From an optimization exercise on the open Yosys and OpenROAD flow, aimed at small area, a short achievable clock period and few clock cycles; shortcuts taken in it are not production practice.

Setup of 04-10:
==> flow/design.v <==
module kvs_LatchedRelay #(
    parameter WIDTH = 16
    )
    (
    input  wire             clk,
    input  wire             rst,
    input  wire             in_valid,
    output wire             in_ready,
    input  wire [WIDTH-1:0] in_data,
    output wire             out_valid,
    input  wire             out_ready,
    output wire [WIDTH-1:0] out_data
);
    reg inReady;
    reg [WIDTH-1:0] bufData;
    reg bufValid;
    reg useInputLine;
    wire outValid;
    assign in_ready = inReady;
    assign out_data = (useInputLine==1'b1) ? in_data : bufData;
    assign outValid = (useInputLine==1'b1) ? in_valid : bufValid;
    assign out_valid = outValid;
    always @(posedge clk) begin
        if (rst==1'b1) begin
            inReady <= 1'b0;
            bufValid <= 1'b0;
            useInputLine <= 1'b0;
        end else begin
            inReady <= out_ready | ~outValid;
            useInputLine <= out_ready;
            if ((out_ready==1'b0 && inReady==1'b1) || bufValid==1'b0) begin
                bufData <= in_data;
                bufValid <= in_valid;
                if (in_valid==1'b0) begin
                    useInputLine <= 1'b1;
                end
            end
        end
    end
endmodule
module nukv_Predicate_Eval (
    input  wire         clk,
    input  wire         rst,
    input  wire [47:0]  pred_config,
    input  wire         pred_valid,
    output wire         pred_ready,
    input  wire [511:0] value_data,
    input  wire         value_valid,
    input  wire         value_last,
    input  wire         value_drop,
    output wire         value_ready,
    output wire [511:0] output_data,
    output wire         output_valid,
    output wire         output_last,
    output wire         output_drop,
    input  wire         output_ready
);
    reg  [11:0] find_offset;
    reg  [3:0]  find_function;
    reg  [31:0] find_value;
    reg         have_pred;   
    reg  [5:0]  word_idx;    
    reg         word_nz;     
    reg         drop;        
    reg         evaluated;   
    wire [1:0] sh_hi  = find_offset[5:4];
    wire [1:0] sh_mid = find_offset[3:2];
    wire [1:0] sh_lo  = find_offset[1:0];
    wire [1023:0] ext0 = {512'd0, value_data};
    wire [151:0]  ext1;
    wire [55:0]   ext2;
    wire [31:0]   field;
    genvar k;
    generate
        for (k = 0; k < 19; k = k + 1) begin : g_hi
            assign ext1[k*8 +: 8] = mux4(sh_hi, ext0[k*8 +: 8], ext0[(k+16)*8 +: 8],
                                         ext0[(k+32)*8 +: 8], ext0[(k+48)*8 +: 8]);
        end
        for (k = 0; k < 7; k = k + 1) begin : g_mid
            assign ext2[k*8 +: 8] = mux4(sh_mid, ext1[k*8 +: 8], ext1[(k+4)*8 +: 8],
                                         ext1[(k+8)*8 +: 8], ext1[(k+12)*8 +: 8]);
        end
        for (k = 0; k < 4; k = k + 1) begin : g_lo
            assign field[k*8 +: 8] = mux4(sh_lo, ext2[k*8 +: 8], ext2[(k+1)*8 +: 8],
                                          ext2[(k+2)*8 +: 8], ext2[(k+3)*8 +: 8]);
        end
    endgenerate
    function [7:0] mux4;
        input [1:0] sel;
        input [7:0] a, b, c, d;
        case (sel)
            2'd0: mux4 = a;
            2'd1: mux4 = b;
            2'd2: mux4 = c;
            default: mux4 = d;
        endcase
    endfunction
    wire [31:0] cmp_gt0 = field & ~find_value;
    wire [31:0] cmp_eq0 = ~(field ^ find_value);
    wire [15:0] cmp_gt1, cmp_eq1;
    wire [7:0]  cmp_gt2, cmp_eq2;
    wire [3:0]  cmp_gt3, cmp_eq3;
    wire [1:0]  cmp_gt4, cmp_eq4;
    generate
        for (k = 0; k < 16; k = k + 1) begin : g_c1
            assign cmp_gt1[k] = cmp_gt0[2*k+1] | (cmp_eq0[2*k+1] & cmp_gt0[2*k]);
            assign cmp_eq1[k] = cmp_eq0[2*k+1] & cmp_eq0[2*k];
        end
        for (k = 0; k < 8; k = k + 1) begin : g_c2
            assign cmp_gt2[k] = cmp_gt1[2*k+1] | (cmp_eq1[2*k+1] & cmp_gt1[2*k]);
            assign cmp_eq2[k] = cmp_eq1[2*k+1] & cmp_eq1[2*k];
        end
        for (k = 0; k < 4; k = k + 1) begin : g_c3
            assign cmp_gt3[k] = cmp_gt2[2*k+1] | (cmp_eq2[2*k+1] & cmp_gt2[2*k]);
            assign cmp_eq3[k] = cmp_eq2[2*k+1] & cmp_eq2[2*k];
        end
        for (k = 0; k < 2; k = k + 1) begin : g_c4
            assign cmp_gt4[k] = cmp_gt3[2*k+1] | (cmp_eq3[2*k+1] & cmp_gt3[2*k]);
            assign cmp_eq4[k] = cmp_eq3[2*k+1] & cmp_eq3[2*k];
        end
    endgenerate
    wire field_gt = cmp_gt4[1] | (cmp_eq4[1] & cmp_gt4[0]);
    wire field_eq = cmp_eq4[1] & cmp_eq4[0];
    reg fail;
    always @(*) begin
        case (find_function)
            4'd0:    fail = ~field_eq;
            4'd1:    fail = field_gt;
            4'd2:    fail = ~field_gt & ~field_eq;
            4'd3:    fail = field_eq;
            default: fail = 1'b0;
        endcase
    end
    wire hit   = (find_offset[11:6] == word_idx) &
                 (word_nz | (find_offset[5:0] != 6'd0));
    wire hold  = hit & value_last & ~evaluated;
    wire both  = have_pred & value_valid & ~rst;
    wire go    = output_ready & ~hold & ~rst;
    wire done  = both & go & value_last;     
    assign value_ready  = have_pred & go;
    assign pred_ready   = ~rst & (~have_pred | (value_valid & value_last & go));
    assign output_valid = both & go;
    assign output_data  = value_data;
    assign output_last  = value_last;
    assign output_drop  = value_last & (value_drop | drop);
    always @(posedge clk) begin
        if (rst)
            have_pred <= 1'b0;
        else if (pred_valid & pred_ready)
            have_pred <= 1'b1;
        else if (done)
            have_pred <= 1'b0;
        if (pred_valid & pred_ready) begin
            find_offset   <= pred_config[11:0];
            find_function <= pred_config[15:12];
            find_value    <= pred_config[47:16];
        end
    end
    always @(posedge clk) begin
        if (rst) begin
            word_idx  <= 6'd0;
            word_nz   <= 1'b0;
            drop      <= 1'b0;
            evaluated <= 1'b0;
        end else if (both) begin
            if (hold) begin
                evaluated <= 1'b1;
                drop      <= fail;
            end else if (output_ready) begin
                if (value_last) begin
                    word_idx  <= 6'd0;
                    word_nz   <= 1'b0;
                    drop      <= 1'b0;
                    evaluated <= 1'b0;
                end else begin
                    word_idx <= word_idx + 6'd1;
                    word_nz  <= 1'b1;
                    if (hit)
                        drop <= fail;
                end
            end
        end
    end
endmodule
module pred_eval_top (
    input  wire         clk,
    input  wire         rst,
    input  wire [47:0]  pred_config,
    input  wire         pred_valid,
    output wire         pred_ready,
    input  wire [511:0] value_data,
    input  wire         value_valid,
    input  wire         value_last,
    input  wire         value_drop,
    output wire         value_ready,
    output wire [511:0] output_data,
    output wire         output_valid,
    output wire         output_last,
    output wire         output_drop,
    input  wire         output_ready
);
    nukv_Predicate_Eval pred_eval (
        .clk(clk),
        .rst(rst),
        .pred_config(pred_config),
        .pred_valid(pred_valid),
        .pred_ready(pred_ready),
        .value_data(value_data),
        .value_valid(value_valid),
        .value_last(value_last),
        .value_drop(value_drop),
        .value_ready(value_ready),
        .output_data(output_data),
        .output_valid(output_valid),
        .output_last(output_last),
        .output_drop(output_drop),
        .output_ready(output_ready)
    );
endmodule
Settings: LEC_CHECK=0, CAP_MARGIN=20, CORE_AREA=5 5 375 375, DIE_AREA=0 0 380 380, SETUP_SLACK_MARGIN=2.0, SLEW_MARGIN=20; clock period 7.0 ns.
standard.sh (not shown) runs the stock make flow with config.mk's settings and CLKGATE_MAP_FILE= SYNTH_SCRIPT=/design/flow/synth_recipe.tcl, a recipe that flattens the netlist after the stock synthesis.
==> flow/flow/run.sh <==
#!/bin/bash
# Standard ORFS layout, except that the port buffers are the smallest
# plain buffer (repair_design still upsizes any that need it).
set -euo pipefail
bash standard.sh BUFFER_PORTS_ARGS="-buffer_cell sky130_fd_sc_hd__buf_1" finish > standard.log 2>&1
For 08-02, these inputs were changed with respect to 04-10:
==> flow/design.v, changed modules only <==
module nukv_Predicate_Eval (
    input  wire         clk,
    input  wire         rst,
    input  wire [47:0]  pred_config,
    input  wire         pred_valid,
    output wire         pred_ready,
    input  wire [511:0] value_data,
    input  wire         value_valid,
    input  wire         value_last,
    input  wire         value_drop,
    output wire         value_ready,
    output wire [511:0] output_data,
    output wire         output_valid,
    output wire         output_last,
    output wire         output_drop,
    input  wire         output_ready
);
    reg  [11:0] find_offset;
    reg  [3:0]  find_function;
    reg  [31:0] find_value;
    reg         have_pred;   
    reg  [5:0]  word_idx;    
    reg         word_nz;     
    reg         drop;        
    reg         evaluated;   
    wire [1:0] sh_hi  = find_offset[5:4];
    wire [1:0] sh_mid = find_offset[3:2];
    wire [1:0] sh_lo  = find_offset[1:0];
    wire [1023:0] ext0 = {512'd0, value_data};
    wire [151:0]  ext1;
    wire [55:0]   ext2;
    wire [31:0]   field;
    genvar k;
    generate
        for (k = 0; k < 19; k = k + 1) begin : g_hi
            assign ext1[k*8 +: 8] = mux4(sh_hi, ext0[k*8 +: 8], ext0[(k+16)*8 +: 8],
                                         ext0[(k+32)*8 +: 8], ext0[(k+48)*8 +: 8]);
        end
        for (k = 0; k < 7; k = k + 1) begin : g_mid
            assign ext2[k*8 +: 8] = mux4(sh_mid, ext1[k*8 +: 8], ext1[(k+4)*8 +: 8],
                                         ext1[(k+8)*8 +: 8], ext1[(k+12)*8 +: 8]);
        end
        for (k = 0; k < 4; k = k + 1) begin : g_lo
            assign field[k*8 +: 8] = mux4(sh_lo, ext2[k*8 +: 8], ext2[(k+1)*8 +: 8],
                                          ext2[(k+2)*8 +: 8], ext2[(k+3)*8 +: 8]);
        end
    endgenerate
    function [7:0] mux4;
        input [1:0] sel;
        input [7:0] a, b, c, d;
        case (sel)
            2'd0: mux4 = a;
            2'd1: mux4 = b;
            2'd2: mux4 = c;
            default: mux4 = d;
        endcase
    endfunction
    wire [31:0] cmp_gt0 = field & ~find_value;
    wire [31:0] cmp_lt0 = ~field & find_value;
    wire [15:0] cmp_gt1, cmp_lt1;
    wire [7:0]  cmp_gt2, cmp_lt2;
    wire [3:0]  cmp_gt3, cmp_lt3;
    wire [1:0]  cmp_gt4, cmp_lt4;
    generate
        for (k = 0; k < 16; k = k + 1) begin : g_c1
            assign cmp_gt1[k] = cmp_gt0[2*k+1] | (~cmp_lt0[2*k+1] & cmp_gt0[2*k]);
            assign cmp_lt1[k] = cmp_lt0[2*k+1] | (~cmp_gt0[2*k+1] & cmp_lt0[2*k]);
        end
        for (k = 0; k < 8; k = k + 1) begin : g_c2
            assign cmp_gt2[k] = cmp_gt1[2*k+1] | (~cmp_lt1[2*k+1] & cmp_gt1[2*k]);
            assign cmp_lt2[k] = cmp_lt1[2*k+1] | (~cmp_gt1[2*k+1] & cmp_lt1[2*k]);
        end
        for (k = 0; k < 4; k = k + 1) begin : g_c3
            assign cmp_gt3[k] = cmp_gt2[2*k+1] | (~cmp_lt2[2*k+1] & cmp_gt2[2*k]);
            assign cmp_lt3[k] = cmp_lt2[2*k+1] | (~cmp_gt2[2*k+1] & cmp_lt2[2*k]);
        end
        for (k = 0; k < 2; k = k + 1) begin : g_c4
            assign cmp_gt4[k] = cmp_gt3[2*k+1] | (~cmp_lt3[2*k+1] & cmp_gt3[2*k]);
            assign cmp_lt4[k] = cmp_lt3[2*k+1] | (~cmp_gt3[2*k+1] & cmp_lt3[2*k]);
        end
    endgenerate
    wire field_gt = cmp_gt4[1] | (~cmp_lt4[1] & cmp_gt4[0]);
    wire field_lt = cmp_lt4[1] | (~cmp_gt4[1] & cmp_lt4[0]);
    wire fn_ne = (find_function == 4'd0);
    wire fn_gt = (find_function == 4'd1);
    wire fn_lt = (find_function == 4'd2);
    wire fn_eq = (find_function == 4'd3);
    wire fail  = field_gt ? (fn_ne | fn_gt) :
                 field_lt ? (fn_ne | fn_lt) : fn_eq;
    wire hit   = (find_offset[11:6] == word_idx) &
                 (word_nz | (find_offset[5:0] != 6'd0));
    wire hold  = hit & value_last & ~evaluated;
    wire both  = have_pred & value_valid & ~rst;
    wire go    = output_ready & ~hold & ~rst;
    wire done  = both & go & value_last;     
    assign value_ready  = have_pred & go;
    assign pred_ready   = ~rst & (~have_pred | (value_valid & value_last & go));
    assign output_valid = both & go;
    assign output_data  = value_data;
    assign output_last  = value_last;
    assign output_drop  = value_last & (value_drop | drop);
    always @(posedge clk) begin
        if (rst)
            have_pred <= 1'b0;
        else if (pred_valid & pred_ready)
            have_pred <= 1'b1;
        else if (done)
            have_pred <= 1'b0;
        if (pred_valid & pred_ready) begin
            find_offset   <= pred_config[11:0];
            find_function <= pred_config[15:12];
            find_value    <= pred_config[47:16];
        end
    end
    wire upd = both & hit & (value_last ? ~evaluated : go);
    always @(posedge clk) begin
        if (rst)
            drop <= 1'b0;
        else if (upd)
            drop <= fail;
        else if (done)
            drop <= 1'b0;
    end
    always @(posedge clk) begin
        if (rst) begin
            word_idx  <= 6'd0;
            word_nz   <= 1'b0;
            evaluated <= 1'b0;
        end else if (both) begin
            if (hold) begin
                evaluated <= 1'b1;
            end else if (output_ready) begin
                if (value_last) begin
                    word_idx  <= 6'd0;
                    word_nz   <= 1'b0;
                    evaluated <= 1'b0;
                end else begin
                    word_idx <= word_idx + 6'd1;
                    word_nz  <= 1'b1;
                end
            end
        end
    end
endmodule
==> run notes <==
No stage failed in 08-02, and the final checks on the layout all came back clean.
Compared with 04-10, 08-02 ends up with a larger final cell area.
Endpoint arrival time on the critical path in 08-02 is 80 ps above 04-10.
The higher complex-gate fraction of the synthesized area came out of 08-02.
Delta (08-02 minus 04-10): post-placement cell count climbed 148, register-to-register slack now smaller.
Against 04-10 as the reference, 08-02 delivers a higher post-cts sizing count.
No functional check of the RTL was part of any run of this note.


pred_eval_top, a different RTL version from the one above (not shown whole).
For scale: ~15 flip-flops, about 1100 I/O pins.
==> module nukv_Predicate_Eval, before the edit <==
module nukv_Predicate_Eval (
    input  wire         clk,
    input  wire         rst,
    input  wire [47:0]  pred_config,
    input  wire         pred_valid,
    output wire         pred_ready,
    input  wire [511:0] value_data,
    input  wire         value_valid,
    input  wire         value_last,
    input  wire         value_drop,
    output wire         value_ready,
    output wire [511:0] output_data,
    output wire         output_valid,
    output wire         output_last,
    output wire         output_drop,
    input  wire         output_ready
);
    wire [11:0] find_offset   = pred_config[11:0];
    wire [3:0]  find_function = pred_config[15:12];
    wire [31:0] find_value    = pred_config[47:16];
    reg  [5:0]  word_idx;    
    reg         word_nz;     
    reg         drop;        
    reg         evaluated;   
    reg  [5:0]  sel;         
    wire [1:0] sh_hi  = sel[5:4];
    wire [1:0] sh_mid = sel[3:2];
    wire [1:0] sh_lo  = sel[1:0];
    wire [1023:0] ext0 = {512'd0, value_data};
    wire [151:0]  ext1;
    wire [55:0]   ext2;
    wire [31:0]   field;
    genvar k;
    generate
        for (k = 0; k < 19; k = k + 1) begin : g_hi
            assign ext1[k*8 +: 8] = mux4(sh_hi, ext0[k*8 +: 8], ext0[(k+16)*8 +: 8],
                                         ext0[(k+32)*8 +: 8], ext0[(k+48)*8 +: 8]);
        end
        for (k = 0; k < 7; k = k + 1) begin : g_mid
            assign ext2[k*8 +: 8] = mux4(sh_mid, ext1[k*8 +: 8], ext1[(k+4)*8 +: 8],
                                         ext1[(k+8)*8 +: 8], ext1[(k+12)*8 +: 8]);
        end
        for (k = 0; k < 4; k = k + 1) begin : g_lo
            assign field[k*8 +: 8] = mux4(sh_lo, ext2[k*8 +: 8], ext2[(k+1)*8 +: 8],
                                          ext2[(k+2)*8 +: 8], ext2[(k+3)*8 +: 8]);
        end
    endgenerate
    function [7:0] mux4;
        input [1:0] sel;
        input [7:0] a, b, c, d;
        case (sel)
            2'd0: mux4 = a;
            2'd1: mux4 = b;
            2'd2: mux4 = c;
            default: mux4 = d;
        endcase
    endfunction
    wire [31:0] cmp_gt0 = field & ~find_value;
    wire [31:0] cmp_eq0 = ~(field ^ find_value);
    wire [15:0] cmp_gt1, cmp_eq1;
    wire [7:0]  cmp_gt2, cmp_eq2;
    wire [3:0]  cmp_gt3, cmp_eq3;
    wire [1:0]  cmp_gt4, cmp_eq4;
    generate
        for (k = 0; k < 16; k = k + 1) begin : g_c1
            assign cmp_gt1[k] = cmp_gt0[2*k+1] | (cmp_eq0[2*k+1] & cmp_gt0[2*k]);
            assign cmp_eq1[k] = cmp_eq0[2*k+1] & cmp_eq0[2*k];
        end
        for (k = 0; k < 8; k = k + 1) begin : g_c2
            assign cmp_gt2[k] = cmp_gt1[2*k+1] | (cmp_eq1[2*k+1] & cmp_gt1[2*k]);
            assign cmp_eq2[k] = cmp_eq1[2*k+1] & cmp_eq1[2*k];
        end
        for (k = 0; k < 4; k = k + 1) begin : g_c3
            assign cmp_gt3[k] = cmp_gt2[2*k+1] | (cmp_eq2[2*k+1] & cmp_gt2[2*k]);
            assign cmp_eq3[k] = cmp_eq2[2*k+1] & cmp_eq2[2*k];
        end
        for (k = 0; k < 2; k = k + 1) begin : g_c4
            assign cmp_gt4[k] = cmp_gt3[2*k+1] | (cmp_eq3[2*k+1] & cmp_gt3[2*k]);
            assign cmp_eq4[k] = cmp_eq3[2*k+1] & cmp_eq3[2*k];
        end
    endgenerate
    wire field_gt = cmp_gt4[1] | (cmp_eq4[1] & cmp_gt4[0]);
    wire field_eq = cmp_eq4[1] & cmp_eq4[0];
    reg fail;
    always @(*) begin
        case (find_function)
            4'd0:    fail = ~field_eq;
            4'd1:    fail = field_gt;
            4'd2:    fail = ~field_gt & ~field_eq;
            4'd3:    fail = field_eq;
            default: fail = 1'b0;
        endcase
    end
    wire hit   = (find_offset[11:6] == word_idx) &
                 (word_nz | (find_offset[5:0] != 6'd0));
    wire fresh = (sel == find_offset[5:0]);
    wire hold  = hit & (~fresh | (value_last & ~evaluated));
    wire both  = pred_valid & value_valid & ~rst;
    wire go    = output_ready & ~hold & ~rst;
    assign value_ready  = pred_valid & go;
    assign pred_ready   = value_valid & value_last & go;
    assign output_valid = both & go;
    assign output_data  = value_data;
    assign output_last  = value_last;
    assign output_drop  = value_last & (value_drop | drop);
    always @(posedge clk)
        sel <= find_offset[5:0];
    always @(posedge clk) begin
        if (rst) begin
            word_idx  <= 6'd0;
            word_nz   <= 1'b0;
            drop      <= 1'b0;
            evaluated <= 1'b0;
        end else if (both) begin
            if (hold) begin
                if (fresh) begin
                    evaluated <= 1'b1;
                    drop      <= fail;
                end
            end else if (output_ready) begin
                if (value_last) begin
                    word_idx  <= 6'd0;
                    word_nz   <= 1'b0;
                    drop      <= 1'b0;
                    evaluated <= 1'b0;
                end else begin
                    word_idx <= word_idx + 6'd1;
                    word_nz  <= 1'b1;
                    if (hit)
                        drop <= fail;
                end
            end
        end
    end
endmodule
==> flow/config.mk <==
export PLATFORM = sky130hd
export DESIGN_NAME = pred_eval_top
export DESIGN_NICKNAME = pred_eval_top
export VERILOG_FILES = /design/flow/design.v
export SDC_FILE = /design/flow/constraint.sdc
export NUM_CORES = 4
export LEC_CHECK = 0
export CAP_MARGIN = 20
export CORE_AREA = 5 5 375 375
export DIE_AREA = 0 0 380 380
export SETUP_SLACK_MARGIN = 0.3
export SLEW_MARGIN = 20
==> flow/constraint.sdc <==
create_clock -name core_clock -period 7.0 [get_ports {clk}]
set_input_delay 1.4000 -clock core_clock [delete_from_list [all_inputs] [get_ports {clk}]]
set_output_delay 1.4000 -clock core_clock [all_outputs]
set_load 0.01 [all_outputs]
Scripts as last shown in full above: flow/flow/run.sh
The baseline completed with no timing, DRC or antenna violations.
Change:
--- a/flow/design.v
+++ b/flow/design.v
@@ -56,19 +56,17 @@
     input  wire         output_ready
 );
     wire [11:0] find_offset   = pred_config[11:0];
     wire [3:0]  find_function = pred_config[15:12];
     wire [31:0] find_value    = pred_config[47:16];
     reg  [5:0]  word_idx;    
-    reg         word_nz;     
     reg         drop;        
     reg         evaluated;   
-    reg  [5:0]  sel;         
-    wire [1:0] sh_hi  = sel[5:4];
-    wire [1:0] sh_mid = sel[3:2];
-    wire [1:0] sh_lo  = sel[1:0];
+    wire [1:0] sh_hi  = find_offset[5:4];
+    wire [1:0] sh_mid = find_offset[3:2];
+    wire [1:0] sh_lo  = find_offset[1:0];
     wire [1023:0] ext0 = {512'd0, value_data};
     wire [151:0]  ext1;
     wire [55:0]   ext2;
     wire [31:0]   field;
     genvar k;
     generate
@@ -92,83 +90,48 @@
             2'd0: mux4 = a;
             2'd1: mux4 = b;
             2'd2: mux4 = c;
             default: mux4 = d;
         endcase
     endfunction
-    wire [31:0] cmp_gt0 = field & ~find_value;
-    wire [31:0] cmp_eq0 = ~(field ^ find_value);
-    wire [15:0] cmp_gt1, cmp_eq1;
-    wire [7:0]  cmp_gt2, cmp_eq2;
-    wire [3:0]  cmp_gt3, cmp_eq3;
-    wire [1:0]  cmp_gt4, cmp_eq4;
-    generate
-        for (k = 0; k < 16; k = k + 1) begin : g_c1
-            assign cmp_gt1[k] = cmp_gt0[2*k+1] | (cmp_eq0[2*k+1] & cmp_gt0[2*k]);
-            assign cmp_eq1[k] = cmp_eq0[2*k+1] & cmp_eq0[2*k];
-        end
-        for (k = 0; k < 8; k = k + 1) begin : g_c2
-            assign cmp_gt2[k] = cmp_gt1[2*k+1] | (cmp_eq1[2*k+1] & cmp_gt1[2*k]);
-            assign cmp_eq2[k] = cmp_eq1[2*k+1] & cmp_eq1[2*k];
-        end
-        for (k = 0; k < 4; k = k + 1) begin : g_c3
-            assign cmp_gt3[k] = cmp_gt2[2*k+1] | (cmp_eq2[2*k+1] & cmp_gt2[2*k]);
-            assign cmp_eq3[k] = cmp_eq2[2*k+1] & cmp_eq2[2*k];
-        end
-        for (k = 0; k < 2; k = k + 1) begin : g_c4
-            assign cmp_gt4[k] = cmp_gt3[2*k+1] | (cmp_eq3[2*k+1] & cmp_gt3[2*k]);
-            assign cmp_eq4[k] = cmp_eq3[2*k+1] & cmp_eq3[2*k];
-        end
-    endgenerate
-    wire field_gt = cmp_gt4[1] | (cmp_eq4[1] & cmp_gt4[0]);
-    wire field_eq = cmp_eq4[1] & cmp_eq4[0];
     reg fail;
     always @(*) begin
         case (find_function)
-            4'd0:    fail = ~field_eq;
-            4'd1:    fail = field_gt;
-            4'd2:    fail = ~field_gt & ~field_eq;
-            4'd3:    fail = field_eq;
+            4'd0:    fail = (field != find_value);
+            4'd1:    fail = (field >  find_value);
+            4'd2:    fail = (field <  find_value);
+            4'd3:    fail = (field == find_value);
             default: fail = 1'b0;
         endcase
     end
-    wire hit   = (find_offset[11:6] == word_idx) &
-                 (word_nz | (find_offset[5:0] != 6'd0));
-    wire fresh = (sel == find_offset[5:0]);
-    wire hold  = hit & (~fresh | (value_last & ~evaluated));
+    wire hit   = (find_offset != 12'd0) && (find_offset[11:6] == word_idx);
+    wire hold  = value_last & hit & ~evaluated;
     wire both  = pred_valid & value_valid & ~rst;
     wire go    = output_ready & ~hold & ~rst;
     assign value_ready  = pred_valid & go;
     assign pred_ready   = value_valid & value_last & go;
     assign output_valid = both & go;
     assign output_data  = value_data;
     assign output_last  = value_last;
     assign output_drop  = value_last & (value_drop | drop);
-    always @(posedge clk)
-        sel <= find_offset[5:0];
     always @(posedge clk) begin
         if (rst) begin
             word_idx  <= 6'd0;
-            word_nz   <= 1'b0;
             drop      <= 1'b0;
             evaluated <= 1'b0;
         end else if (both) begin
             if (hold) begin
-                if (fresh) begin
-                    evaluated <= 1'b1;
-                    drop      <= fail;
-                end
+                evaluated <= 1'b1;
+                drop      <= fail;
             end else if (output_ready) begin
                 if (value_last) begin
                     word_idx  <= 6'd0;
-                    word_nz   <= 1'b0;
                     drop      <= 1'b0;
                     evaluated <= 1'b0;
                 end else begin
                     word_idx <= word_idx + 6'd1;
-                    word_nz  <= 1'b1;
                     if (hit)
                         drop <= fail;
                 end
             end
         end
     end
The changed run passed the timing, DRC and antenna checks.
Design area fell by a few percent.
Utilization fell by 0.22 points.
Critical path depth fell by 7.
Die area does not change.
Count of clock-buffer cells in the layout fell by 1.
Cell count fell by a few percent.
No functional check of the RTL was part of any run of this note.

==> separate check: timing with driven ports <==
In the flow no input, the clock included, has a driving cell. The finished layouts below were timed again as built, in two steps.
Step 1 (the two cells are an assumption about what drives the block):
set clk [get_ports {clk}]
set_driving_cell -lib_cell sky130_fd_sc_hd__clkbuf_16 $clk
set_driving_cell -lib_cell sky130_fd_sc_hd__buf_2 [delete_from_list [all_inputs] $clk]
Step 2, shift: input delay + t, output delay - t, t = (earliest + latest rising clock arrival at the registers) / 2. This alone moves slack from input paths to output paths.
Slacks: ideal ports / drivers / drivers and shift; pairs: ideal ports / drivers.
| run | shift t [ns] | setup WS [ns] | cell pins on the clock port's net |
|---|---|---|---|
| 04-10 | 0.373 | 2.171 / 2.171 / 1.898 | 1 |
| 08-02 | 0.372 | 2.128 / 2.118 / 1.745 | 1 |
| the first run of note 2 | 0.283 | 1.449 / 1.451 / 1.168 | 1 |
| the second run of note 2 | 0.270 | 1.080 / 1.055 / 0.840 | 1 |
After both steps every run listed still meets setup and hold. The setup slack of 08-02, which loses most, moves by -0.010 ns with the drivers and by -0.383 ns with both steps.
